Source: an optimization exercise on an open RTL-to-GDS flow (aim: small area and a short achievable clock period). Production flows keep margins and buffers that such runs may drop.
Function was checked by simulation only, so behaviour that the tests miss may differ from the original.

== TR ==
Design encoder_3c1s_18x18, start of the top module:
module encoder_3c1s_18x18(datain, clock, codeout);
    input wire [219:0] datain;
    input wire clock;
    output wire [239:0] codeout;
    TNS_encoder_12 ecoder01( .datain(datain[10:0]), .clock(clock), .codeout(codeout[11:0]) );
    TNS_encoder_12 ecoder02( .datain(datain[21:11]), .clock(clock), .codeout(codeout[23:12]) );
    TNS_encoder_12 ecoder03( .datain(datain[32:22]), .clock(clock), .codeout(codeout[35:24]) );
    TNS_encoder_12 ecoder04( .datain(datain[43:33]), .clock(clock), .codeout(codeout[47:36]) );
    TNS_encoder_12 ecoder05( .datain(datain[54:44]), .clock(clock), .codeout(codeout[59:48]) );
    TNS_encoder_12 ecoder06( .datain(datain[65:55]), .clock(clock), .codeout(codeout[71:60]) );
    TNS_encoder_12 ecoder07( .datain(datain[76:66]), .clock(clock), .codeout(codeout[83:72]) );
    TNS_encoder_12 ecoder08( .datain(datain[87:77]), .clock(clock), .codeout(codeout[95:84]) );
    TNS_encoder_12 ecoder09( .datain(datain[98:88]), .clock(clock), .codeout(codeout[107:96]) );
  ...
clock: 12.0 ns
lec_check: 0
cap_margin: 20
core_margin: 2
core_utilization: 40
cts_buf_list: sky130_fd_sc_hd__clkbuf_2 sky130_fd_sc_hd__clkbuf_4
slew_margin: 20
standard.sh (not shown) runs the stock make flow with config.mk's settings and CLKGATE_MAP_FILE= SYNTH_SCRIPT=/design/flow/synth_recipe.tcl, a recipe that flattens the netlist after the stock synthesis.
==> flow/flow/run.sh <==
#!/bin/bash
# Own layout flow. The standard synthesis runs first, for reference. Then our own synthesis of
# the same RTL: Yosys's generic synthesis (no fsm/share passes, flattened) without its adder
# extraction, and a light ABC mapping that keeps the structure of the logic as the RTL gives it.
# Its registers are renamed to the standard synthesis's names (paired by the port each drives,
# same cell types), and it replaces the standard netlist if that pairing succeeds. Then the standard flow's
# standard layout runs from floorplan on, with buf_2 cells as the port buffers (the output
# ones become buf_1 after global placement) and a setup margin for the repair steps.
set -euo pipefail
W=$(pwd)
R=$W/orfs/results/$FLOW_PLATFORM/encoder_3c1s_18x18/base
YOSYS=yosys
[ -x "$FLOW_HOME/../tools/install/yosys/bin/yosys" ] && YOSYS=$FLOW_HOME/../tools/install/yosys/bin/yosys
LIB=$FLOW_HOME/platforms/$FLOW_PLATFORM/lib/sky130_fd_sc_hd__tt_025C_1v80.lib

bash standard.sh synth > std_synth.log 2>&1
cp $R/1_2_yosys.v $W/std_1_2_yosys.v

DU=""
for c in $(sed -n '/^export DONT_USE_CELLS/,/^$/p' $FLOW_HOME/platforms/$FLOW_PLATFORM/config.mk | grep -o 'sky130_fd_sc_hd__[a-z0-9_]*'); do
  DU="$DU -dont_use $c"
done
cat > $W/own_synth.ys <<EOT
read_verilog -sv $FLOW_DESIGN
synth -flatten -nofsm -noshare -noabc -top $FLOW_TOP
opt -purge
dfflibmap -liberty $LIB $DU
opt
abc -script $W/flow/map.abc -liberty $LIB $DU -D 12000
opt_clean -purge
hilomap -singleton -hicell sky130_fd_sc_hd__conb_1 HI -locell sky130_fd_sc_hd__conb_1 LO
splitnets
opt_clean -purge
rename -hide w:* x:* %d
stat -liberty $LIB
write_verilog -noattr -nohex -nodec $W/own_1_2_yosys.v
EOT
if $YOSYS -s $W/own_synth.ys > own_synth.log 2>&1 && \
   python3 $W/flow/regnames.py $W/std_1_2_yosys.v $W/own_1_2_yosys.v $W/own_named_1_2_yosys.v > regnames.log 2>&1; then
  echo "using own synthesis" > synth_choice.log
  cp $W/own_named_1_2_yosys.v $R/1_2_yosys.v
  touch $R/1_2_yosys.v
else
  echo "own synthesis failed or registers differ; keeping the standard netlist" > synth_choice.log
fi
export BUFFER_PORTS_ARGS="-buffer_cell sky130_fd_sc_hd__buf_2"
# ask the repair steps for more setup slack than the constraints need, to shorten the period
export SETUP_SLACK_MARGIN=7.6
export POST_GLOBAL_PLACE_TCL=$W/flow/post_gpl.tcl
# clock tree as the standard flow builds it, with the buffers of config.mk and no dummy loads
export CTS_ARGS="-sink_clustering_enable -repair_clock_nets -dont_use_dummy_load -buf_list {sky130_fd_sc_hd__clkbuf_2 sky130_fd_sc_hd__clkbuf_4}"
bash standard.sh > layout.log 2>&1
Other scripts of this flow, unchanged in this note and not shown: flow/flow/map.abc, flow/flow/post_gpl.tcl, flow/flow/regnames.py
### TR -> JK
diff --git a/flow/flow/run.sh b/flow/flow/run.sh
--- a/flow/flow/run.sh
+++ b/flow/flow/run.sh
@@ -48 +48 @@
-export SETUP_SLACK_MARGIN=7.6
+export SETUP_SLACK_MARGIN=7.4
## What came out
Clock insertion delay at the later pin of the skew report across TR and JK: no real change. Comparing JK against TR, there is no change at all in CTS H-tree depth. In JK the routed length on met3 turned out 1.3% higher than in TR. Status: fill cell total of the finished layout parity (JK, TR).

==> port drivers added, routing unchanged <==
The results above use ideal ports. As a check the final layouts listed here were re-extracted and re-timed, cells and wires unchanged. Step 1 sets driving cells, clkbuf_16 on the clock port and buf_2 on the other inputs (assumed; they add their load-dependent delay and slew). Step 2 adds t to the input delays and takes it off the output delays; t is the mean of the earliest and latest rising clock arrival at the registers after step 1. Input paths then give back, and output paths get back, about the clock's delay inside the block. Slacks: ideal / step 1 / step 2; pairs: ideal / step 1.
| run | shift t [ns] | setup WS [ns] | worst setup path at the end | slew at the worst register clock pin (ns) | worst slew at a driven data input, ns |
|---|---|---|---|---|---|
| TR | 0.841 | 7.795 / 7.788 / 6.947 | input to register | 0.07 / 0.07 | 0.11 |
| JK | 0.841 | 7.788 / 7.789 / 6.948 | input to register | 0.07 / 0.07 | 0.11 |
After both steps every run listed still meets setup and hold. For TR, which loses most, drivers alone change the setup slack by -0.007 ns; drivers and shift together by -0.848 ns.
